Context: an optimization exercise on an open-source flow, tuned for small area. The choices shown serve that exercise and are no tape-out recipe.
Only the layout flow was run in this run; the RTL was not checked for function there.
The clock cells of this run come from the design's own scripts or RTL, not from TritonCTS.
No driver is modelled on the clock port, so clock power and skew are understated where the tree is cut down; a real chip needs a root buffer or a tree.
No activity file was given, so power comes from the tool's default toggle rates.

==> design.v <==
module Debouncer #(parameter N = 10, parameter K = 6) (
    input  clk,
    input  rst,
    input  signal,
    output reg signal_state,
    output signal_up
);
localparam [N-1:0] P = {(N+1)/2{2'b10}};    
reg s0_n;           
reg s1;
reg [N-1:0] f;
wire [N-1:0] c = f ^ P;
wire idle = ~(signal_state ^ s1);
wire low_zero = (f[N-2:0] == P[N-2:0]);
wire term = c[N-1] & low_zero;
wire fb = c[N-1] ^ (c[K] | low_zero);       
integer i;
always @(posedge clk) begin
    s0_n <= ~(~rst & signal);
    s1   <= ~(rst | s0_n);
    f[0] <= ~idle & fb;
    for (i = 1; i < N; i = i + 1)
        f[i] <= P[i] ? ~(~idle & f[i-1]) : ~(idle | f[i-1]);
    if (rst) signal_state <= 1'b0;
    else if (term) signal_state <= s1;
end
assign signal_up = term & signal_state & ~s1;
endmodule
module clock_divisor #(parameter W = 12, parameter K = 10, parameter [W-1:0] TERM = 12'h742) (
    input  clk,
    input  rst,
    input  restart,
    output reg out
);
localparam [W-1:0] P = {(W+1)/2{2'b10}};
reg [W-1:0] f;
wire [W-1:0] c = f ^ P;
wire tick = (f == (TERM ^ P));
wire clr = rst | restart | tick;
integer i;
always @(posedge clk) begin
    f[0] <= ~clr & ~(c[W-1] ^ c[K]);
    for (i = 1; i < W; i = i + 1)
        f[i] <= P[i] ? ~(~clr & f[i-1]) : ~(clr | f[i-1]);
    if (rst | restart) out <= 1'b0;
    else if (tick) out <= ~out;
end
endmodule
module temporizador #(parameter W = 12, parameter K = 10, parameter [W-1:0] TERM = 12'h742) (
    input  clk,
    input  rst,
    input  [1:0] value,
    input  start_timer,
    output led_blink,
    output t_expired
);
reg counting;        
reg counting_last;
wire started = counting & ~counting_last;      
assign t_expired = ~counting & counting_last;  
reg [1:0] counter;   
reg blink_last;      
reg pulse;           
clock_divisor #(.W(W), .K(K), .TERM(TERM)) div (
    .clk(clk),
    .rst(rst),
    .restart(started),
    .out(led_blink)
);
wire [1:0] ctmp = counter + {1'b0, pulse};
wire expire = (ctmp >= value);
always @(posedge clk) begin
    blink_last <= led_blink;
    pulse      <= led_blink & ~blink_last;
    counting_last <= ~rst & counting;
    counting   <= ~rst & (counting ? ~expire : start_timer);
    counter    <= counting ? ctmp : 2'd0;
end
endmodule
module FSM(
    input clk,
    input rst,
    input ok,
    input t_expired,
    input reset,
    input [2:0] c_type,
    output reg [2:0] ing_type,
    output start_timer,
    output [7:3] ingredientes,
    output cobrar,
    output reg [2:0] c_type_saved
    );
localparam [2:0] IDLE = 3'b000, WATER = 3'b001, COFFEE = 3'b011, MILK = 3'b010,
                 CHOCO = 3'b110, SUGAR = 3'b111, CHARGE = 3'b101;
reg [2:0] ph;
reg l;
wire is_idle   = ~ph[1] & ~ph[0];
wire is_charge = ph[2] & ~ph[1];
wire is_water  = ~ph[2] & ~ph[1] & ph[0];
wire is_coffee = ~ph[2] & ph[1] & ph[0];
wire is_milk   = ~ph[2] & ph[1] & ~ph[0];
wire is_choco  = ph[2] & ~ph[0];
wire is_sugar  = ph[2] & ph[1] & ph[0];
wire [2:0] ph_next = {ph[2] | is_milk, ~(ph[2] & ph[0]), ph[2] | ~ph[1]};
always @(posedge clk) begin
	if (rst | reset) begin
		ph <= IDLE;
		l <= 1'b0;
	end else if (l) begin
		l <= 1'b0;
	end else if (is_idle) begin
		if (ok) begin
			ph <= WATER;
			l <= 1'b1;
		end
	end else if (is_charge) begin
		ph <= IDLE;
	end else if (t_expired) begin
		ph <= ph_next;
		l <= 1'b1;
	end
	if (is_idle)
		c_type_saved <= c_type;
end
always @(*) ing_type = ph;    
assign ingredientes = {is_water, is_coffee, is_milk, is_choco, is_sugar};
assign start_timer = ~l & ~is_idle & ~is_charge;
assign cobrar = l & is_charge;
endmodule
module Comparador(
    input clk,
    input rst,
    input [3:0] dinero,
    input [3:0] d,
    output reg ok,
    output reg [3:0] cambio
    );
wire [3:0] t = dinero;
wire ge3 = t[3] | t[2] | (t[1] & t[0]);
wire ge4 = t[3] | t[2];
wire ge5 = t[3] | (t[2] & (t[1] | t[0]));
wire ge7 = t[3] | (t[2] & t[1] & t[0]);
wire hit = (d[0] & ge3) | (d[1] & ge4) | (d[2] & ge5) | (d[3] & ge7);
wire [3:0] precio = {1'b0, d[1] | d[2] | d[3], d[0] | d[3], d[0] | d[2] | d[3]};
always @(posedge clk) begin
	ok     <= ~rst & hit;
	cambio <= hit ? t - precio : 4'd0;
end
endmodule
module Contador(
    input clk,
    input rst,
    input one,
    input five,
    input reset,
    output reg [3:0] total
    );
always @(posedge clk)
	if (rst || reset) total <= 4'd0;
	else total <= total + {1'b0, five, 1'b0, one | five};
endmodule
module SelectBebida(
    input [3:0] switches,
    output [3:0] d,
    output [2:0] c_type
    );
wire lo = switches[0] | switches[1];
wire hi = switches[2] | switches[3];
assign d[0] = switches[0] & ~switches[1] & ~hi;
assign d[1] = switches[1] & ~switches[0] & ~hi;
assign d[2] = switches[2] & ~switches[3] & ~lo;
assign d[3] = switches[3] & ~switches[2] & ~lo;
assign c_type = {d[3], d[1] | d[2], d[0] | d[2]};
endmodule
module TimeSelector(
    input [2:0] c_type,
    input [2:0] ing_type,
    output [1:0] t_value
    );
wire [2:0] c = c_type, p = ing_type;
wire water_coffee = ~p[2] & p[0];                        
wire water_milk   = ~p[2] & (p[1] ^ p[0]);               
wire choco        = p[2] & ~p[0];                        
wire coffee_sugar = p[1] & p[0];                         
wire milk_sugar   = p[1] & ~(p[2] ^ p[0]);               
wire any_but_choco = (~p[2] & (p[1] | p[0])) | (p[1] & p[0]);   
assign t_value[1] = ((c[1] ^ c[0]) & water_coffee) | (c[1] & c[0] & water_milk) | (c[2] & choco);
assign t_value[0] = (c[0] & coffee_sugar) | (c[1] & ~c[0] & milk_sugar) | (c[2] & any_but_choco);
endmodule
module binto7seg(
    input  [3:0] binary,
    output [6:0] seg
    );
wire x3 = binary[3], x2 = binary[2], x1 = binary[1], x0 = binary[0];
wire a = x3 | x1 | ~(x2 ^ x0);
wire b = ~x2 | ~(x1 ^ x0);
wire c = x2 | ~x1 | x0;
wire d = x3 | (~x2 & ~x0) | (x1 & ~x0) | (~x2 & x1) | (x2 & ~x1 & x0);
wire e = (~x2 & ~x0) | (x1 & ~x0);
wire f = x3 | (~x1 & ~x0) | (x2 & ~x1) | (x2 & ~x0);
wire g = x3 | (x2 ^ x1) | (x1 & ~x0);
assign seg = ~{g, f, e, d, c, b, a};
endmodule
module deco(
    input clk,
    input rst,
    input step,
    output [3:0] out,
    output [1:0] phase,
    output valid
    );
reg [1:0] p;
reg v;
always @(posedge clk) begin
	if (rst) begin
		p <= 2'd0;
		v <= 1'b0;
	end else if (step) begin
		if (v) p <= p + 2'd1;
		v <= 1'b1;
	end
end
assign out = ~({4{v}} & (4'b0001 << p));
assign phase = p;
assign valid = v;
endmodule
module seven_segment #(parameter N = 10, parameter K = 6) (
    input clk,
    input rst,
    input [3:0] in,       
    output [6:0] seg,
    output [3:0] an
  );
localparam [N-1:0] P = {(N+1)/2{2'b10}};
reg [N-1:0] f;
wire [N-1:0] c = f ^ P;
reg [3:0] unidades;
reg decenas;
wire low_zero = (f[N-3:0] == P[N-3:0]);
wire at_zero = low_zero & ~c[N-2] & ~c[N-1];
wire at_load = low_zero & c[N-2] & ~c[N-1];
wire fb = c[N-1] ^ (c[K] | (low_zero & ~c[N-2]));    
wire [1:0] ph;
wire v;
deco deco (
	.clk(clk),
	.rst(rst),
	.step(at_zero),
	.out(an),
	.phase(ph),
	.valid(v)
);
integer i;
always @(posedge clk) begin
	f[0] <= ~rst & fb;
	for (i = 1; i < N; i = i + 1)
		f[i] <= P[i] ? ~(~rst & f[i-1]) : ~(rst | f[i-1]);
	if (at_load & (ph == 2'd0)) unidades <= (in > 4'd9) ? in - 4'd10 : in;
	if (at_load & (ph == 2'd1)) decenas <= (in > 4'd9);
end
wire [3:0] x = (v & (ph == 2'd2)) ? unidades : {3'b000, v & (ph == 2'd3) & decenas};
binto7seg toseg (
	.binary(x),
	.seg(seg)
);
endmodule
module main(
    input clk,
    input rst,
    input btnl,
    input btnd,
    input btnr,
    input btnp,
    input [3:0] speed,
    output [7:0] led,
    output [6:0] seg,
    output [3:0] an
    );
wire [3:0] bebida;
wire [3:0] total;
wire [3:0] cambio;
wire reset_wire;
wire cobrar_wire;
wire cancel_wire;
wire hundred_wire;
wire five_hundred_wire;
wire [2:0] c_type;
wire [3:0] drink;        
wire [2:0] c_type_saved;
wire t_expired;
wire [2:0] ing_type;
wire [1:0] t_value;
wire start_timer;
wire ok;
localparam DB_N = 10, DB_K = 6;
localparam DIV_W = 12, DIV_K = 10;
localparam [DIV_W-1:0] DIV_TERM = 12'h742;
localparam SEG_N = 10, SEG_K = 6;
assign led[1:0] = 2'b00;
Debouncer #(.N(DB_N), .K(DB_K)) coffee      (.clk(clk), .rst(rst), .signal(speed[0]), .signal_state(bebida[0]), .signal_up());
Debouncer #(.N(DB_N), .K(DB_K)) coffee_milk (.clk(clk), .rst(rst), .signal(speed[1]), .signal_state(bebida[1]), .signal_up());
Debouncer #(.N(DB_N), .K(DB_K)) cappuc      (.clk(clk), .rst(rst), .signal(speed[2]), .signal_state(bebida[2]), .signal_up());
Debouncer #(.N(DB_N), .K(DB_K)) mocca       (.clk(clk), .rst(rst), .signal(speed[3]), .signal_state(bebida[3]), .signal_up());
Debouncer #(.N(DB_N), .K(DB_K)) cancel      (.clk(clk), .rst(rst), .signal(btnd), .signal_state(cancel_wire), .signal_up());
Debouncer #(.N(DB_N), .K(DB_K)) reset       (.clk(clk), .rst(rst), .signal(btnp), .signal_state(reset_wire), .signal_up());
Debouncer #(.N(DB_N), .K(DB_K)) hundred_coin      (.clk(clk), .rst(rst), .signal(btnl), .signal_state(), .signal_up(hundred_wire));
Debouncer #(.N(DB_N), .K(DB_K)) five_hundred_coin (.clk(clk), .rst(rst), .signal(btnr), .signal_state(), .signal_up(five_hundred_wire));
SelectBebida selector(.switches(bebida), .d(drink), .c_type(c_type));
Comparador comparador (.clk(clk), .rst(rst), .dinero(total), .d(drink), .cambio(cambio), .ok(ok));
Contador monedero(.clk(clk), .rst(rst), .one(hundred_wire), .five(five_hundred_wire),
	.reset(cancel_wire | cobrar_wire), .total(total));
temporizador #(.W(DIV_W), .K(DIV_K), .TERM(DIV_TERM)) temp(.clk(clk), .rst(rst), .value(t_value), .start_timer(start_timer),
	.led_blink(led[2]), .t_expired(t_expired));
TimeSelector time_select(.c_type(c_type_saved), .ing_type(ing_type), .t_value(t_value));
FSM fsm(.clk(clk), .rst(rst), .ok(ok), .c_type(c_type), .t_expired(t_expired), .reset(reset_wire),
	.ing_type(ing_type), .start_timer(start_timer), .ingredientes(led[7:3]), .cobrar(cobrar_wire),
	.c_type_saved(c_type_saved));
seven_segment #(.N(SEG_N), .K(SEG_K)) seven_seg(.clk(clk), .rst(rst), .in((cambio != 4'd0) ? cambio : total), .seg(seg), .an(an));
endmodule
==> flow/run.sh <==
#!/bin/bash
# Own flow: the standard flow, with three changes to how the layout is made:
#  1. after the standard synthesis (standard.sh synth, unchanged), the gates
#     between the flip-flops are re-mapped by ABC for area with a few scripts
#     (remap.tcl; every flip-flop instance is kept as it is, same name and
#     cell), in two rounds (the second starts from the first's smallest); the
#     smallest result that Yosys proves equivalent to the standard netlist
#     (equiv.tcl) replaces it; if none is proven, the standard one stays;
#  2. port buffers are the smallest buffer (buf_1) instead of the default;
#  3. the clock tree is built by cts.tcl instead of ORFS's CTS: the clock
#     port drives one root buffer, which drives a few leaf buffers, each at
#     the centre of a cluster of flip-flops and driving that cluster, each
#     sized to the smallest that keeps its flip-flops' clock slew in bounds.
# Each tool's full output goes to a log file in the work folder.
set -euo pipefail
WORK=$(pwd)
FLOWDIR=$WORK/flow
export RES=$WORK/orfs/results/${FLOW_PLATFORM}/main/base

bash standard.sh synth > $WORK/log_synth.txt 2>&1
cp $RES/1_2_yosys.v $RES/1_2_yosys_std.v

cands=""
# round 1 from the standard netlist, round 2 from round 1's smallest
IN=$RES/1_2_yosys_std.v
for round in 1 2; do
  for s in $FLOWDIR/m*.abc; do
    t=r${round}$(basename $s .abc)
    if FLOWDIR=$FLOWDIR IN=$IN TAG=$t ABC_SCRIPT=$s yosys -c $FLOWDIR/remap.tcl > $WORK/log_remap_$t.txt 2>&1; then
      a=$(awk '/Chip area/ {print $NF}' $RES/remap_$t.txt)
      cands="$cands$a $t"$'\n'
    fi
  done
  best=$(echo "$cands" | sort -g | awk 'NF==2 {print $2; exit}')
  [[ -n "$best" ]] && IN=$RES/remap_$best.v
done
echo "$cands" > $WORK/log_remap_areas.txt
chosen=""
for t in $(echo "$cands" | sort -g | awk 'NF==2 {print $2}'); do
  if CAND=$RES/remap_$t.v yosys -c $FLOWDIR/equiv.tcl > $WORK/log_equiv_$t.txt 2>&1; then
    chosen=$t
    break
  fi
done
if [[ -n "$chosen" ]]; then
  cp $RES/remap_$chosen.v $RES/1_2_yosys.v
  rm -f $RES/1_synth.odb $RES/1_synth.sdc
  echo "using re-mapped netlist $chosen"
else
  echo "no re-map proven; using the standard netlist"
fi

export BUFFER_PORTS_ARGS="-buffer_cell sky130_fd_sc_hd__buf_1"
bash standard.sh place > $WORK/log_place.txt 2>&1
FLOWDIR=$FLOWDIR CLK_LEAVES=18 CLK_LEAF_BUF=sky130_fd_sc_hd__clkbuf_8 CLK_ROOT_BUF=sky130_fd_sc_hd__clkbuf_8 CLK_SLEW_TARGET=0.110 \
  openroad -no_init -exit $FLOWDIR/cts.tcl > $WORK/log_cts.txt 2>&1
bash standard.sh finish > $WORK/log_finish.txt 2>&1
==> flow/clocktree.tcl <==
# Build a two-level clock tree by hand: the clock port drives one root buffer,
# which drives K leaf buffers, each placed at the centre of a k-means cluster
# of flip-flop clock pins and driving that cluster.
proc build_clock_tree { K leaf_master root_master } {
  set db [ord::get_db]
  set block [ord::get_db_block]
  set clk_net [$block findNet clk]
  set sinks {}
  foreach it [$clk_net getITerms] {
    set inst [$it getInst]
    set bb [$inst getBBox]
    set x [expr {([$bb xMin] + [$bb xMax]) / 2.0}]
    set y [expr {([$bb yMin] + [$bb yMax]) / 2.0}]
    lappend sinks [list $it $x $y]
  }
  set n [llength $sinks]
  # k-means, centres seeded along the sorted x+y diagonal
  set sorted [lsort -real -index 1 [lmap s $sinks {list $s [expr {[lindex $s 1] + [lindex $s 2]}]}]]
  set cx {}; set cy {}
  for {set k 0} {$k < $K} {incr k} {
    set s [lindex [lindex $sorted [expr {int(($k + 0.5) * $n / $K)}]] 0]
    lappend cx [lindex $s 1]; lappend cy [lindex $s 2]
  }
  for {set iter 0} {$iter < 50} {incr iter} {
    set sx [lrepeat $K 0.0]; set sy [lrepeat $K 0.0]; set cnt [lrepeat $K 0]
    set assign {}
    foreach s $sinks {
      set best 0; set bd 1e30
      for {set k 0} {$k < $K} {incr k} {
        set d [expr {abs([lindex $s 1] - [lindex $cx $k]) + abs([lindex $s 2] - [lindex $cy $k])}]
        if {$d < $bd} { set bd $d; set best $k }
      }
      lappend assign $best
      lset sx $best [expr {[lindex $sx $best] + [lindex $s 1]}]
      lset sy $best [expr {[lindex $sy $best] + [lindex $s 2]}]
      lset cnt $best [expr {[lindex $cnt $best] + 1}]
    }
    for {set k 0} {$k < $K} {incr k} {
      if {[lindex $cnt $k] > 0} {
        lset cx $k [expr {[lindex $sx $k] / [lindex $cnt $k]}]
        lset cy $k [expr {[lindex $sy $k] / [lindex $cnt $k]}]
      }
    }
  }
  puts "clock tree: $n sinks, cluster sizes $cnt"
  set lm [$db findMaster $leaf_master]
  set rm [$db findMaster $root_master]
  # root buffer at the centre of the leaf buffers
  set rx 0.0; set ry 0.0
  for {set k 0} {$k < $K} {incr k} { set rx [expr {$rx + [lindex $cx $k] / $K}]; set ry [expr {$ry + [lindex $cy $k] / $K}] }
  set root [odb::dbInst_create $block $rm "clkroot_buf"]
  $root setLocation [expr {int($rx)}] [expr {int($ry)}]
  $root setPlacementStatus PLACED
  set root_net [odb::dbNet_create $block "clknet_root"]
  $root_net setSigType CLOCK
  [$root findITerm A] connect $clk_net
  [$root findITerm X] connect $root_net
  set leaf_nets {}
  for {set k 0} {$k < $K} {incr k} {
    set b [odb::dbInst_create $block $lm "clkleaf_buf_$k"]
    $b setLocation [expr {int([lindex $cx $k])}] [expr {int([lindex $cy $k])}]
    $b setPlacementStatus PLACED
    set net [odb::dbNet_create $block "clknet_leaf_$k"]
    $net setSigType CLOCK
    [$b findITerm A] connect $root_net
    [$b findITerm X] connect $net
    lappend leaf_nets $net
  }
  set i 0
  foreach s $sinks {
    set it [lindex $s 0]
    $it disconnect
    $it connect [lindex $leaf_nets [lindex $assign $i]]
    incr i
  }
}
# Size each leaf buffer to the smallest that keeps its flip-flops' clock pin
# slew (estimated) under a target; buffers tried smallest first.
proc leaf_worst_slew { leaf } {
  set block [ord::get_db_block]
  set net [[[$block findInst $leaf] findITerm X] getNet]
  set worst 0
  foreach it [$net getITerms] {
    if {[$it isInputSignal]} {
      set pin [get_pins [[$it getInst] getName]/[[$it getMTerm] getName]]
      set s [get_property $pin slew_max]
      if {$s > $worst} { set worst $s }
    }
  }
  return $worst
}
proc size_leaves { K target masters } {
  for {set k 0} {$k < $K} {incr k} {
    set leaf "clkleaf_buf_$k"
    foreach m $masters {
      replace_cell $leaf $m
      estimate_parasitics -placement
      set s [leaf_worst_slew $leaf]
      if {$s <= $target} { break }
    }
    puts "leaf $k: $m slew $s"
  }
}
==> flow/cts.tcl <==
# Clock tree step, in place of ORFS's CTS: reads the placed design, builds a
# two-level clock tree by hand (clocktree.tcl), legalises it, repairs hold and
# writes the results under the names ORFS's later steps read.
set plat $::env(FLOW_HOME)/platforms/sky130hd
set res $::env(RES)
read_lef $plat/lef/sky130_fd_sc_hd.tlef
read_lef $plat/lef/sky130_fd_sc_hd_merged.lef
read_liberty $plat/lib/sky130_fd_sc_hd__tt_025C_1v80.lib
read_db $res/3_place.odb
read_sdc $res/3_place.sdc
source $plat/setRC.tcl
set_dont_use {sky130_fd_sc_hd__lpflow_bleeder_1 sky130_fd_sc_hd__lpflow_clkbufkapwr_1 sky130_fd_sc_hd__lpflow_clkbufkapwr_16 sky130_fd_sc_hd__lpflow_clkbufkapwr_2 sky130_fd_sc_hd__lpflow_clkbufkapwr_4 sky130_fd_sc_hd__lpflow_clkbufkapwr_8 sky130_fd_sc_hd__lpflow_clkinvkapwr_1 sky130_fd_sc_hd__lpflow_clkinvkapwr_16 sky130_fd_sc_hd__lpflow_clkinvkapwr_2 sky130_fd_sc_hd__lpflow_clkinvkapwr_4 sky130_fd_sc_hd__lpflow_clkinvkapwr_8 sky130_fd_sc_hd__lpflow_decapkapwr_12 sky130_fd_sc_hd__lpflow_decapkapwr_3 sky130_fd_sc_hd__lpflow_decapkapwr_4 sky130_fd_sc_hd__lpflow_decapkapwr_6 sky130_fd_sc_hd__lpflow_decapkapwr_8 sky130_fd_sc_hd__lpflow_inputiso0n_1 sky130_fd_sc_hd__lpflow_inputiso0p_1 sky130_fd_sc_hd__lpflow_inputiso1n_1 sky130_fd_sc_hd__lpflow_inputiso1p_1 sky130_fd_sc_hd__lpflow_inputisolatch_1 sky130_fd_sc_hd__lpflow_isobufsrc_1 sky130_fd_sc_hd__lpflow_isobufsrc_16 sky130_fd_sc_hd__lpflow_isobufsrc_2 sky130_fd_sc_hd__lpflow_isobufsrc_4 sky130_fd_sc_hd__lpflow_isobufsrc_8 sky130_fd_sc_hd__lpflow_isobufsrckapwr_16 sky130_fd_sc_hd__lpflow_lsbuf_lh_hl_isowell_tap_1 sky130_fd_sc_hd__lpflow_lsbuf_lh_hl_isowell_tap_2 sky130_fd_sc_hd__lpflow_lsbuf_lh_hl_isowell_tap_4 sky130_fd_sc_hd__lpflow_lsbuf_lh_isowell_4 sky130_fd_sc_hd__lpflow_lsbuf_lh_isowell_tap_1 sky130_fd_sc_hd__lpflow_lsbuf_lh_isowell_tap_2 sky130_fd_sc_hd__lpflow_lsbuf_lh_isowell_tap_4 sky130_fd_sc_hd__probe_p_8 sky130_fd_sc_hd__probec_p_8 }
source $::env(FLOWDIR)/clocktree.tcl
build_clock_tree $::env(CLK_LEAVES) $::env(CLK_LEAF_BUF) $::env(CLK_ROOT_BUF)
detailed_placement
set_propagated_clock [all_clocks]
estimate_parasitics -placement
size_leaves $::env(CLK_LEAVES) $::env(CLK_SLEW_TARGET) {sky130_fd_sc_hd__clkbuf_2 sky130_fd_sc_hd__clkbuf_4 sky130_fd_sc_hd__clkbuf_8 sky130_fd_sc_hd__clkbuf_16}
detailed_placement
estimate_parasitics -placement
report_clock_skew
report_worst_slack -max
report_worst_slack -min
repair_timing -hold
detailed_placement
check_placement -verbose
estimate_parasitics -placement
report_worst_slack -max
report_worst_slack -min
set worst 0
foreach pin [get_pins -hierarchical */CLK] {
  set s [get_property $pin slew_max]
  if {$s > $worst} {set worst $s}
}
puts "worst flip-flop clock pin slew (estimate): $worst"
write_db $res/4_1_cts.odb
write_sdc -no_timestamp $res/4_cts.sdc
==> flow/downsize.txt <==
sky130_fd_sc_hd__a2111o_2 sky130_fd_sc_hd__a2111o_1
sky130_fd_sc_hd__a2111o_4 sky130_fd_sc_hd__a2111o_1
sky130_fd_sc_hd__a2111oi_1 sky130_fd_sc_hd__a2111oi_0
sky130_fd_sc_hd__a2111oi_2 sky130_fd_sc_hd__a2111oi_0
sky130_fd_sc_hd__a2111oi_4 sky130_fd_sc_hd__a2111oi_0
sky130_fd_sc_hd__a211o_2 sky130_fd_sc_hd__a211o_1
sky130_fd_sc_hd__a211o_4 sky130_fd_sc_hd__a211o_1
sky130_fd_sc_hd__a211oi_2 sky130_fd_sc_hd__a211oi_1
sky130_fd_sc_hd__a211oi_4 sky130_fd_sc_hd__a211oi_1
sky130_fd_sc_hd__a21bo_4 sky130_fd_sc_hd__a21bo_2
sky130_fd_sc_hd__a21boi_2 sky130_fd_sc_hd__a21boi_1
sky130_fd_sc_hd__a21boi_4 sky130_fd_sc_hd__a21boi_1
sky130_fd_sc_hd__a21o_2 sky130_fd_sc_hd__a21o_1
sky130_fd_sc_hd__a21o_4 sky130_fd_sc_hd__a21o_1
sky130_fd_sc_hd__a21oi_2 sky130_fd_sc_hd__a21oi_1
sky130_fd_sc_hd__a21oi_4 sky130_fd_sc_hd__a21oi_1
sky130_fd_sc_hd__a221o_2 sky130_fd_sc_hd__a221o_1
sky130_fd_sc_hd__a221o_4 sky130_fd_sc_hd__a221o_1
sky130_fd_sc_hd__a221oi_2 sky130_fd_sc_hd__a221oi_1
sky130_fd_sc_hd__a221oi_4 sky130_fd_sc_hd__a221oi_1
sky130_fd_sc_hd__a22o_2 sky130_fd_sc_hd__a22o_1
sky130_fd_sc_hd__a22o_4 sky130_fd_sc_hd__a22o_1
sky130_fd_sc_hd__a22oi_2 sky130_fd_sc_hd__a22oi_1
sky130_fd_sc_hd__a22oi_4 sky130_fd_sc_hd__a22oi_1
sky130_fd_sc_hd__a2bb2o_2 sky130_fd_sc_hd__a2bb2o_1
sky130_fd_sc_hd__a2bb2o_4 sky130_fd_sc_hd__a2bb2o_1
sky130_fd_sc_hd__a2bb2oi_2 sky130_fd_sc_hd__a2bb2oi_1
sky130_fd_sc_hd__a2bb2oi_4 sky130_fd_sc_hd__a2bb2oi_1
sky130_fd_sc_hd__a311o_2 sky130_fd_sc_hd__a311o_1
sky130_fd_sc_hd__a311o_4 sky130_fd_sc_hd__a311o_1
sky130_fd_sc_hd__a311oi_2 sky130_fd_sc_hd__a311oi_1
sky130_fd_sc_hd__a311oi_4 sky130_fd_sc_hd__a311oi_1
sky130_fd_sc_hd__a31o_4 sky130_fd_sc_hd__a31o_2
sky130_fd_sc_hd__a31oi_2 sky130_fd_sc_hd__a31oi_1
sky130_fd_sc_hd__a31oi_4 sky130_fd_sc_hd__a31oi_1
sky130_fd_sc_hd__a32o_2 sky130_fd_sc_hd__a32o_1
sky130_fd_sc_hd__a32o_4 sky130_fd_sc_hd__a32o_1
sky130_fd_sc_hd__a32oi_2 sky130_fd_sc_hd__a32oi_1
sky130_fd_sc_hd__a32oi_4 sky130_fd_sc_hd__a32oi_1
sky130_fd_sc_hd__a41o_2 sky130_fd_sc_hd__a41o_1
sky130_fd_sc_hd__a41o_4 sky130_fd_sc_hd__a41o_1
sky130_fd_sc_hd__a41oi_2 sky130_fd_sc_hd__a41oi_1
sky130_fd_sc_hd__a41oi_4 sky130_fd_sc_hd__a41oi_1
sky130_fd_sc_hd__and2_2 sky130_fd_sc_hd__and2_1
sky130_fd_sc_hd__and2_4 sky130_fd_sc_hd__and2_1
sky130_fd_sc_hd__and2b_2 sky130_fd_sc_hd__and2b_1
sky130_fd_sc_hd__and2b_4 sky130_fd_sc_hd__and2b_1
sky130_fd_sc_hd__and3_2 sky130_fd_sc_hd__and3_1
sky130_fd_sc_hd__and3_4 sky130_fd_sc_hd__and3_1
sky130_fd_sc_hd__and3b_2 sky130_fd_sc_hd__and3b_1
sky130_fd_sc_hd__and3b_4 sky130_fd_sc_hd__and3b_1
sky130_fd_sc_hd__and4_2 sky130_fd_sc_hd__and4_1
sky130_fd_sc_hd__and4_4 sky130_fd_sc_hd__and4_1
sky130_fd_sc_hd__and4b_2 sky130_fd_sc_hd__and4b_1
sky130_fd_sc_hd__and4b_4 sky130_fd_sc_hd__and4b_1
sky130_fd_sc_hd__and4bb_4 sky130_fd_sc_hd__and4bb_2
sky130_fd_sc_hd__fa_2 sky130_fd_sc_hd__fa_1
sky130_fd_sc_hd__fa_4 sky130_fd_sc_hd__fa_1
sky130_fd_sc_hd__ha_2 sky130_fd_sc_hd__ha_1
sky130_fd_sc_hd__ha_4 sky130_fd_sc_hd__ha_1
sky130_fd_sc_hd__maj3_2 sky130_fd_sc_hd__maj3_1
sky130_fd_sc_hd__maj3_4 sky130_fd_sc_hd__maj3_1
sky130_fd_sc_hd__mux2_4 sky130_fd_sc_hd__mux2_2
sky130_fd_sc_hd__mux2_8 sky130_fd_sc_hd__mux2_2
sky130_fd_sc_hd__mux2i_2 sky130_fd_sc_hd__mux2i_1
sky130_fd_sc_hd__mux2i_4 sky130_fd_sc_hd__mux2i_1
sky130_fd_sc_hd__mux4_4 sky130_fd_sc_hd__mux4_2
sky130_fd_sc_hd__mux4_1 sky130_fd_sc_hd__mux4_2
sky130_fd_sc_hd__nand2_2 sky130_fd_sc_hd__nand2_1
sky130_fd_sc_hd__nand2_4 sky130_fd_sc_hd__nand2_1
sky130_fd_sc_hd__nand2_8 sky130_fd_sc_hd__nand2_1
sky130_fd_sc_hd__nand2b_2 sky130_fd_sc_hd__nand2b_1
sky130_fd_sc_hd__nand2b_4 sky130_fd_sc_hd__nand2b_1
sky130_fd_sc_hd__nand3_2 sky130_fd_sc_hd__nand3_1
sky130_fd_sc_hd__nand3_4 sky130_fd_sc_hd__nand3_1
sky130_fd_sc_hd__nand3b_2 sky130_fd_sc_hd__nand3b_1
sky130_fd_sc_hd__nand3b_4 sky130_fd_sc_hd__nand3b_1
sky130_fd_sc_hd__nand4_2 sky130_fd_sc_hd__nand4_1
sky130_fd_sc_hd__nand4_4 sky130_fd_sc_hd__nand4_1
sky130_fd_sc_hd__nand4b_2 sky130_fd_sc_hd__nand4b_1
sky130_fd_sc_hd__nand4b_4 sky130_fd_sc_hd__nand4b_1
sky130_fd_sc_hd__nand4bb_2 sky130_fd_sc_hd__nand4bb_1
sky130_fd_sc_hd__nand4bb_4 sky130_fd_sc_hd__nand4bb_1
sky130_fd_sc_hd__nor2_2 sky130_fd_sc_hd__nor2_1
sky130_fd_sc_hd__nor2_4 sky130_fd_sc_hd__nor2_1
sky130_fd_sc_hd__nor2_8 sky130_fd_sc_hd__nor2_1
sky130_fd_sc_hd__nor2b_2 sky130_fd_sc_hd__nor2b_1
sky130_fd_sc_hd__nor2b_4 sky130_fd_sc_hd__nor2b_1
sky130_fd_sc_hd__nor3_2 sky130_fd_sc_hd__nor3_1
sky130_fd_sc_hd__nor3_4 sky130_fd_sc_hd__nor3_1
sky130_fd_sc_hd__nor3b_2 sky130_fd_sc_hd__nor3b_1
sky130_fd_sc_hd__nor3b_4 sky130_fd_sc_hd__nor3b_1
sky130_fd_sc_hd__nor4_2 sky130_fd_sc_hd__nor4_1
sky130_fd_sc_hd__nor4_4 sky130_fd_sc_hd__nor4_1
sky130_fd_sc_hd__nor4b_2 sky130_fd_sc_hd__nor4b_1
sky130_fd_sc_hd__nor4b_4 sky130_fd_sc_hd__nor4b_1
sky130_fd_sc_hd__nor4bb_2 sky130_fd_sc_hd__nor4bb_1
sky130_fd_sc_hd__nor4bb_4 sky130_fd_sc_hd__nor4bb_1
sky130_fd_sc_hd__o2111a_2 sky130_fd_sc_hd__o2111a_1
sky130_fd_sc_hd__o2111a_4 sky130_fd_sc_hd__o2111a_1
sky130_fd_sc_hd__o2111ai_2 sky130_fd_sc_hd__o2111ai_1
sky130_fd_sc_hd__o2111ai_4 sky130_fd_sc_hd__o2111ai_1
sky130_fd_sc_hd__o211a_4 sky130_fd_sc_hd__o211a_2
sky130_fd_sc_hd__o211ai_2 sky130_fd_sc_hd__o211ai_1
sky130_fd_sc_hd__o211ai_4 sky130_fd_sc_hd__o211ai_1
sky130_fd_sc_hd__o21a_2 sky130_fd_sc_hd__o21a_1
sky130_fd_sc_hd__o21a_4 sky130_fd_sc_hd__o21a_1
sky130_fd_sc_hd__o21ai_2 sky130_fd_sc_hd__o21ai_1
sky130_fd_sc_hd__o21ai_4 sky130_fd_sc_hd__o21ai_1
sky130_fd_sc_hd__o21ba_4 sky130_fd_sc_hd__o21ba_2
sky130_fd_sc_hd__o21bai_2 sky130_fd_sc_hd__o21bai_1
sky130_fd_sc_hd__o21bai_4 sky130_fd_sc_hd__o21bai_1
sky130_fd_sc_hd__o221a_4 sky130_fd_sc_hd__o221a_2
sky130_fd_sc_hd__o221ai_2 sky130_fd_sc_hd__o221ai_1
sky130_fd_sc_hd__o221ai_4 sky130_fd_sc_hd__o221ai_1
sky130_fd_sc_hd__o22a_2 sky130_fd_sc_hd__o22a_1
sky130_fd_sc_hd__o22a_4 sky130_fd_sc_hd__o22a_1
sky130_fd_sc_hd__o22ai_2 sky130_fd_sc_hd__o22ai_1
sky130_fd_sc_hd__o22ai_4 sky130_fd_sc_hd__o22ai_1
sky130_fd_sc_hd__o2bb2a_2 sky130_fd_sc_hd__o2bb2a_1
sky130_fd_sc_hd__o2bb2a_4 sky130_fd_sc_hd__o2bb2a_1
sky130_fd_sc_hd__o2bb2ai_2 sky130_fd_sc_hd__o2bb2ai_1
sky130_fd_sc_hd__o2bb2ai_4 sky130_fd_sc_hd__o2bb2ai_1
sky130_fd_sc_hd__o311a_2 sky130_fd_sc_hd__o311a_1
sky130_fd_sc_hd__o311a_4 sky130_fd_sc_hd__o311a_1
sky130_fd_sc_hd__o311ai_2 sky130_fd_sc_hd__o311ai_1
sky130_fd_sc_hd__o311ai_4 sky130_fd_sc_hd__o311ai_1
sky130_fd_sc_hd__o31a_2 sky130_fd_sc_hd__o31a_1
sky130_fd_sc_hd__o31a_4 sky130_fd_sc_hd__o31a_1
sky130_fd_sc_hd__o31ai_2 sky130_fd_sc_hd__o31ai_1
sky130_fd_sc_hd__o31ai_4 sky130_fd_sc_hd__o31ai_1
sky130_fd_sc_hd__o32a_2 sky130_fd_sc_hd__o32a_1
sky130_fd_sc_hd__o32a_4 sky130_fd_sc_hd__o32a_1
sky130_fd_sc_hd__o32ai_2 sky130_fd_sc_hd__o32ai_1
sky130_fd_sc_hd__o32ai_4 sky130_fd_sc_hd__o32ai_1
sky130_fd_sc_hd__o41a_2 sky130_fd_sc_hd__o41a_1
sky130_fd_sc_hd__o41a_4 sky130_fd_sc_hd__o41a_1
sky130_fd_sc_hd__o41ai_2 sky130_fd_sc_hd__o41ai_1
sky130_fd_sc_hd__o41ai_4 sky130_fd_sc_hd__o41ai_1
sky130_fd_sc_hd__or2_4 sky130_fd_sc_hd__or2_2
sky130_fd_sc_hd__or2b_2 sky130_fd_sc_hd__or2b_1
sky130_fd_sc_hd__or2b_4 sky130_fd_sc_hd__or2b_1
sky130_fd_sc_hd__or3_2 sky130_fd_sc_hd__or3_1
sky130_fd_sc_hd__or3_4 sky130_fd_sc_hd__or3_1
sky130_fd_sc_hd__or3b_4 sky130_fd_sc_hd__or3b_2
sky130_fd_sc_hd__or4_2 sky130_fd_sc_hd__or4_1
sky130_fd_sc_hd__or4_4 sky130_fd_sc_hd__or4_1
sky130_fd_sc_hd__or4b_4 sky130_fd_sc_hd__or4b_2
sky130_fd_sc_hd__or4bb_2 sky130_fd_sc_hd__or4bb_1
sky130_fd_sc_hd__or4bb_4 sky130_fd_sc_hd__or4bb_1
sky130_fd_sc_hd__xnor2_2 sky130_fd_sc_hd__xnor2_1
sky130_fd_sc_hd__xnor2_4 sky130_fd_sc_hd__xnor2_1
sky130_fd_sc_hd__xnor3_2 sky130_fd_sc_hd__xnor3_1
sky130_fd_sc_hd__xnor3_4 sky130_fd_sc_hd__xnor3_1
sky130_fd_sc_hd__xor2_2 sky130_fd_sc_hd__xor2_1
sky130_fd_sc_hd__xor2_4 sky130_fd_sc_hd__xor2_1
sky130_fd_sc_hd__xor3_2 sky130_fd_sc_hd__xor3_1
sky130_fd_sc_hd__xor3_4 sky130_fd_sc_hd__xor3_1
==> flow/equiv.tcl <==
# Prove the re-mapped netlist equivalent to the standard one (same flip-flops,
# paired by name; the gates between them must compute the same functions).
yosys -import
set lib $::env(FLOW_HOME)/platforms/sky130hd/lib/sky130_fd_sc_hd__tt_025C_1v80.lib
set res $::env(RES)
read_liberty -ignore_miss_func $lib
read_verilog $res/1_2_yosys_std.v
yosys rename $::env(FLOW_TOP) gold
read_verilog $::env(CAND)
yosys rename $::env(FLOW_TOP) gate
hierarchy -check
flatten gold gate
opt_clean
yosys rename -hide w:_*
equiv_make gold gate equiv
equiv_simple -seq 2
equiv_induct
equiv_status -assert equiv
==> flow/m1.abc <==
strash; dch -f; map -a; strash; dch -f; map -a; strash; dch -f; map -a; topo
==> flow/m2.abc <==
strash; dc2; dch -f; map -a; strash; dc2; dch -f; map -a; strash; dc2; dch -f; map -a; topo
==> flow/m3.abc <==
strash; dch -f; amap; strash; dch -f; amap; topo
==> flow/m4.abc <==
strash; dc2; dc2; dch -f; map -a; strash; dch -f; map -a; strash; dch -f; map -a; topo
==> flow/m5.abc <==
strash; dch -f -r; map -a; strash; dch -f -r; map -a; strash; dch -f; map -a; topo
==> flow/m6.abc <==
strash; dch -f; map -a; strash; dch -f; map -a; strash; dch -f; map -a; strash; dch -f; map -a; strash; dch -f; map -a; strash; dch -f; map -a; topo
==> flow/m7.abc <==
strash; ifraig; dc2; strash; dch -f; map -a; topo
==> flow/remap.tcl <==
# Re-map the combinational logic of the standard synthesis for area. Every
# flip-flop instance of the standard netlist is kept as it is (same name, same
# cell); only the gates between them are re-optimised and re-mapped by ABC.
yosys -import
set lib $::env(FLOW_HOME)/platforms/sky130hd/lib/sky130_fd_sc_hd__tt_025C_1v80.lib
set res $::env(RES)
set seq {sky130_fd_sc_hd__dfbbn_1 sky130_fd_sc_hd__dfbbn_2 sky130_fd_sc_hd__dfbbp_1 sky130_fd_sc_hd__dfrbp_1 sky130_fd_sc_hd__dfrbp_2 sky130_fd_sc_hd__dfrtn_1 sky130_fd_sc_hd__dfrtp_1 sky130_fd_sc_hd__dfrtp_2 sky130_fd_sc_hd__dfrtp_4 sky130_fd_sc_hd__dfsbp_1 sky130_fd_sc_hd__dfsbp_2 sky130_fd_sc_hd__dfstp_1 sky130_fd_sc_hd__dfstp_2 sky130_fd_sc_hd__dfstp_4 sky130_fd_sc_hd__dfxbp_1 sky130_fd_sc_hd__dfxbp_2 sky130_fd_sc_hd__dfxtp_1 sky130_fd_sc_hd__dfxtp_2 sky130_fd_sc_hd__dfxtp_4 sky130_fd_sc_hd__dlclkp_1 sky130_fd_sc_hd__dlclkp_2 sky130_fd_sc_hd__dlclkp_4 sky130_fd_sc_hd__dlrbn_1 sky130_fd_sc_hd__dlrbn_2 sky130_fd_sc_hd__dlrbp_1 sky130_fd_sc_hd__dlrbp_2 sky130_fd_sc_hd__dlrtn_1 sky130_fd_sc_hd__dlrtn_2 sky130_fd_sc_hd__dlrtn_4 sky130_fd_sc_hd__dlrtp_1 sky130_fd_sc_hd__dlrtp_2 sky130_fd_sc_hd__dlrtp_4 sky130_fd_sc_hd__dlxbn_1 sky130_fd_sc_hd__dlxbn_2 sky130_fd_sc_hd__dlxbp_1 sky130_fd_sc_hd__dlxtn_1 sky130_fd_sc_hd__dlxtn_2 sky130_fd_sc_hd__dlxtn_4 sky130_fd_sc_hd__dlxtp_1 sky130_fd_sc_hd__edfxbp_1 sky130_fd_sc_hd__edfxtp_1 sky130_fd_sc_hd__lpflow_inputisolatch_1 sky130_fd_sc_hd__sdfbbn_1 sky130_fd_sc_hd__sdfbbn_2 sky130_fd_sc_hd__sdfbbp_1 sky130_fd_sc_hd__sdfrbp_1 sky130_fd_sc_hd__sdfrbp_2 sky130_fd_sc_hd__sdfrtn_1 sky130_fd_sc_hd__sdfrtp_1 sky130_fd_sc_hd__sdfrtp_2 sky130_fd_sc_hd__sdfrtp_4 sky130_fd_sc_hd__sdfsbp_1 sky130_fd_sc_hd__sdfsbp_2 sky130_fd_sc_hd__sdfstp_1 sky130_fd_sc_hd__sdfstp_2 sky130_fd_sc_hd__sdfstp_4 sky130_fd_sc_hd__sdfxbp_1 sky130_fd_sc_hd__sdfxbp_2 sky130_fd_sc_hd__sdfxtp_1 sky130_fd_sc_hd__sdfxtp_2 sky130_fd_sc_hd__sdfxtp_4 sky130_fd_sc_hd__sdlclkp_1 sky130_fd_sc_hd__sdlclkp_2 sky130_fd_sc_hd__sdlclkp_4 sky130_fd_sc_hd__sedfxbp_1 sky130_fd_sc_hd__sedfxbp_2 sky130_fd_sc_hd__sedfxtp_1 sky130_fd_sc_hd__sedfxtp_2 sky130_fd_sc_hd__sedfxtp_4}
set dont_use {sky130_fd_sc_hd__lpflow_bleeder_1 sky130_fd_sc_hd__lpflow_clkbufkapwr_1 sky130_fd_sc_hd__lpflow_clkbufkapwr_16 sky130_fd_sc_hd__lpflow_clkbufkapwr_2 sky130_fd_sc_hd__lpflow_clkbufkapwr_4 sky130_fd_sc_hd__lpflow_clkbufkapwr_8 sky130_fd_sc_hd__lpflow_clkinvkapwr_1 sky130_fd_sc_hd__lpflow_clkinvkapwr_16 sky130_fd_sc_hd__lpflow_clkinvkapwr_2 sky130_fd_sc_hd__lpflow_clkinvkapwr_4 sky130_fd_sc_hd__lpflow_clkinvkapwr_8 sky130_fd_sc_hd__lpflow_decapkapwr_12 sky130_fd_sc_hd__lpflow_decapkapwr_3 sky130_fd_sc_hd__lpflow_decapkapwr_4 sky130_fd_sc_hd__lpflow_decapkapwr_6 sky130_fd_sc_hd__lpflow_decapkapwr_8 sky130_fd_sc_hd__lpflow_inputiso0n_1 sky130_fd_sc_hd__lpflow_inputiso0p_1 sky130_fd_sc_hd__lpflow_inputiso1n_1 sky130_fd_sc_hd__lpflow_inputiso1p_1 sky130_fd_sc_hd__lpflow_inputisolatch_1 sky130_fd_sc_hd__lpflow_isobufsrc_1 sky130_fd_sc_hd__lpflow_isobufsrc_16 sky130_fd_sc_hd__lpflow_isobufsrc_2 sky130_fd_sc_hd__lpflow_isobufsrc_4 sky130_fd_sc_hd__lpflow_isobufsrc_8 sky130_fd_sc_hd__lpflow_isobufsrckapwr_16 sky130_fd_sc_hd__lpflow_lsbuf_lh_hl_isowell_tap_1 sky130_fd_sc_hd__lpflow_lsbuf_lh_hl_isowell_tap_2 sky130_fd_sc_hd__lpflow_lsbuf_lh_hl_isowell_tap_4 sky130_fd_sc_hd__lpflow_lsbuf_lh_isowell_4 sky130_fd_sc_hd__lpflow_lsbuf_lh_isowell_tap_1 sky130_fd_sc_hd__lpflow_lsbuf_lh_isowell_tap_2 sky130_fd_sc_hd__lpflow_lsbuf_lh_isowell_tap_4 sky130_fd_sc_hd__probe_p_8 sky130_fd_sc_hd__probec_p_8 }
set du_args {}
foreach c $dont_use { lappend du_args -dont_use $c }
read_liberty -ignore_miss_func $lib
foreach c $seq { catch { setattr -mod -set blackbox 1 $c } }
read_verilog $::env(IN)
hierarchy -top $::env(FLOW_TOP)
flatten
opt_clean
abc -script $::env(ABC_SCRIPT) -liberty $lib {*}$du_args
opt_clean -purge
# ABC sometimes picks a stronger variant of a gate at a larger area: use the
# smallest variant of the same gate (same function and pins) instead; the
# placement's repair upsizes again wherever a load needs it
set fp [open $::env(FLOWDIR)/downsize.txt]
foreach line [split [read $fp] "\n"] {
  if {[llength $line] == 2} { chtype -map [lindex $line 0] [lindex $line 1] }
}
close $fp
# the cell modules read above were pruned by hierarchy; re-read them as blackboxes
read_liberty -lib -overwrite $lib
hilomap -singleton -hicell sky130_fd_sc_hd__conb_1 HI -locell sky130_fd_sc_hd__conb_1 LO
splitnets
opt_clean -purge
tee -o $res/remap_$::env(TAG).txt stat -liberty $lib
check -assert
write_verilog -noattr -nohex -nodec $res/remap_$::env(TAG).v
==> standard.sh <==
#!/bin/bash
# synth_recipe.tcl (not shown) runs the flow's synth.tcl, then flattens the netlist and writes it again
# the make line also repeats each setting of config.mk as NAME=value (left out here)
make -C /OpenROAD-flow-scripts/flow DESIGN_CONFIG=/design/flow/config.mk WORK_HOME=/design/flow/orfs CLKGATE_MAP_FILE= SYNTH_SCRIPT=/design/flow/synth_recipe.tcl "${@:-finish}"
==> config.mk <==
export PLATFORM = sky130hd
export DESIGN_NAME = main
export DESIGN_NICKNAME = main
export VERILOG_FILES = /design/flow/design.v
export SDC_FILE = /design/flow/constraint.sdc
export NUM_CORES = 4
export LEC_CHECK = 0
export CAP_MARGIN = 20
export CORE_MARGIN = 2
export CORE_UTILIZATION = 60
export SLEW_MARGIN = 20
==> constraint.sdc <==
create_clock -name core_clock -period 10.0 [get_ports {clk}]
set_input_delay 2.0000 -clock core_clock [delete_from_list [all_inputs] [get_ports {clk}]]
set_output_delay 2.0000 -clock core_clock [all_outputs]
set_load 0.01 [all_outputs]
==> reports/metrics.csv <==
metric,value,unit
vias,3770,
clock_latency,0.43,ns
vias_per_cell,5.05,
met1_usage,24.6,%
drt_wl_total,8.44,mm
fmax,0.234,GHz
switching_power,198,uW
clk_pin_slew,0.10,ns
fillers,706,
drv_slew,0,
grt_overflow_total,0,
met2_usage,31.5,%
port_buffers,26,
worst_setup_path_start_kind,flip-flop,
maxCapViolCount,0,
rsz0062_at_grt,no,
dieWidth,96.9,um
grt_pass1_wl,15.2,mm
first_global_vias,3612,
setup_viol,0,
fp.coreArea,8300,um^2
power_frac_clock,28.2,%
p_comb_share,3.2,%
grt_usage,18.2,%
ant_nets,0,
status,"complete, no violations",
detail_route.iter0.violations,87,
syn_area_per_cell,8.71,um^2
die_h,96.9,um
critPathKind,reg2out,
ios,29,
setup-tns-final,0,ns
busiest_layer,met2,
p_per_area,168,nW/um^2
ff2ff_setup_slack,7.56,ns
postSynthCellCount,595,
required,8.00,ns
finalInstanceArea,5570,um^2
critPathArrivalTime,2.27,ns
num_antenna_cells,0,
dp_hpwl,6.12,mm
internal-power,738,uW
p_sw_share,21.1,%
antenna_found_initial,0,
hold_viol_final,0,
p_leak,0.00211,uW
pre_cts_slack,5.96,ns
end_kind,output pin,
worstMarginPinSlew,0.637,ns
met3_usage,2.75,%
period_share,42.7,%
gp_congestion,0.866,
fin_nets,654,
maxSlewHeadroom,57.2,%
rows,33,
netlist_area,5180,um^2
crit_path_max_fanout,5,
hold_class,reg2reg,
fp.dieArea,9400,um^2
whs,0.357,ns
dpl_cell_area,5420,um^2
drc,0,
worst_slack,5.73,ns
vdd_ir_drop_max,0.121,mV
yosys_warnings,8,
start_util,62.4,%
area_growth,7.48,%
grt_max_degree,23,
wl_per_cell,11.3,um
period_minus_slack,4.27,ns
fin_skew,0.0676,ns
drive_gt1_share,3.43,%
firstDrtPassIters,4,
power_frac_seq,68.7,%
[cells in the final DEF (no fill, tap or decap), drive strengths merged, types with 4 or more instances in the layout]
master,n
a21oi,32
buf,27
clkbuf,19
clkinv,71
dfxtp,149
edfxtp,8
nand2,102
nand3,4
nand4,11
nor2,121
nor3,20
nor4,9
o21ai,28
xnor2,12
[critical path, cell delays in order, from the launching register on]
cell,delay [ns]
dfxtp_1,0.37
clkinv_1,0.15
nor3_1,0.24
clkinv_1,0.21
nor2_1,0.13
clkinv_1,0.14
nor2_1,0.16
clkinv_1,0.08
a211oi_1,0.20
buf_1,0.18
[power groups by stage]
stage,sequential (uW),combinational (uW),clock (uW)
6_report,642,29.7,264
5_1_grt,643,34.3,304
3_5_place_dp,657,29.7,0
3_3_place_gp,657,29.1,0
2_1_floorplan,655,21.0,0
[path summary, 6_finish.rpt]
path | startpoint | endpoint | cells after the start
worst max-delay path | seven_seg.deco.p[1]$_SDFFE_PP0P_ | seg[0] | 9
worst min-delay path | temp.div.f[0]$_DFF_P_ | temp.div.f[1]$_DFF_P_ | 1
worst max register to register | hundred_coin.f[0]$_DFF_P_ | monedero.total[3]$_SDFF_PP0_ | 10
worst min register to register | temp.div.f[0]$_DFF_P_ | temp.div.f[1]$_DFF_P_ | 1
[sequential cells by signal, indices dropped and copies added (netlist names), 3 cells and up, named ones only]
register and flops:
temp.div.f 12, cappuc.f 10, seven_seg.unidades 4, mocca.f 10
coffee.f 10, hundred_coin.f 10, fsm.c_type_saved 3, seven_seg.f 10
cancel.f 10, five_hundred_coin.f 10, reset.f 10, monedero.total 4
comparador.cambio 4, coffee_milk.f 10
[metal layers]
| metal | vias up | share of wire (%) | wire (um) |
|---|---|---|---|
| li1 | 2020 | - | - |
| met1 | 1687 | 49 | 4130 |
| met2 | 53 | 46 | 3860 |
| met3 | 10 | 4.1 | 344 |
| met4 | 0 | 1.3 | 109 |
| met5 | - | 0 | 0 |
[stage by stage]
step / power, uW / instances / util, %
6_report: 935 / 747 / 67.1
3_3_place_gp: 686 / 728 / 65.3
3_5_place_dp: 686 / 728 / 65.3
2_1_floorplan: 676 / 596 / -
5_1_grt: 982 / 747 / 67.1
[layout make-up]
cell class	count	area [um^2]	area share (%)
Sequential cell	157	3220	57.9
Multi-Input combinational cell	368	1700	30.5
Tap cell	105	131	2.36
Timing Repair Buffer	27	105	1.89
Buffer	19	148	2.65
Inverter	71	267	4.78

[afterwards: timing with drivers on the ports]
Ports are ideal in the flow. The routed layout listed here was re-timed in OpenROAD.
Step 1 assumes that a clkbuf_16 drives the clock port and a buf_2 every other input.
Step 2 adds t to the input delays and takes it off the output delays; t is the mean of the earliest and latest rising clock arrival at the registers after step 1. Input paths then give back, and output paths get back, about the clock's delay inside the block.
a / b / c = no drivers / after step 1 / after step 2; a / b = the first two.
t, ns: 0.428
setup slack, ns: 5.725 / 5.694 / 5.981
clock arrival spread, ns: 0.068 / 0.067
After both steps setup and hold are still met in this run. For this run, drivers alone change the setup slack by -0.031 ns; drivers and shift together by +0.256 ns.
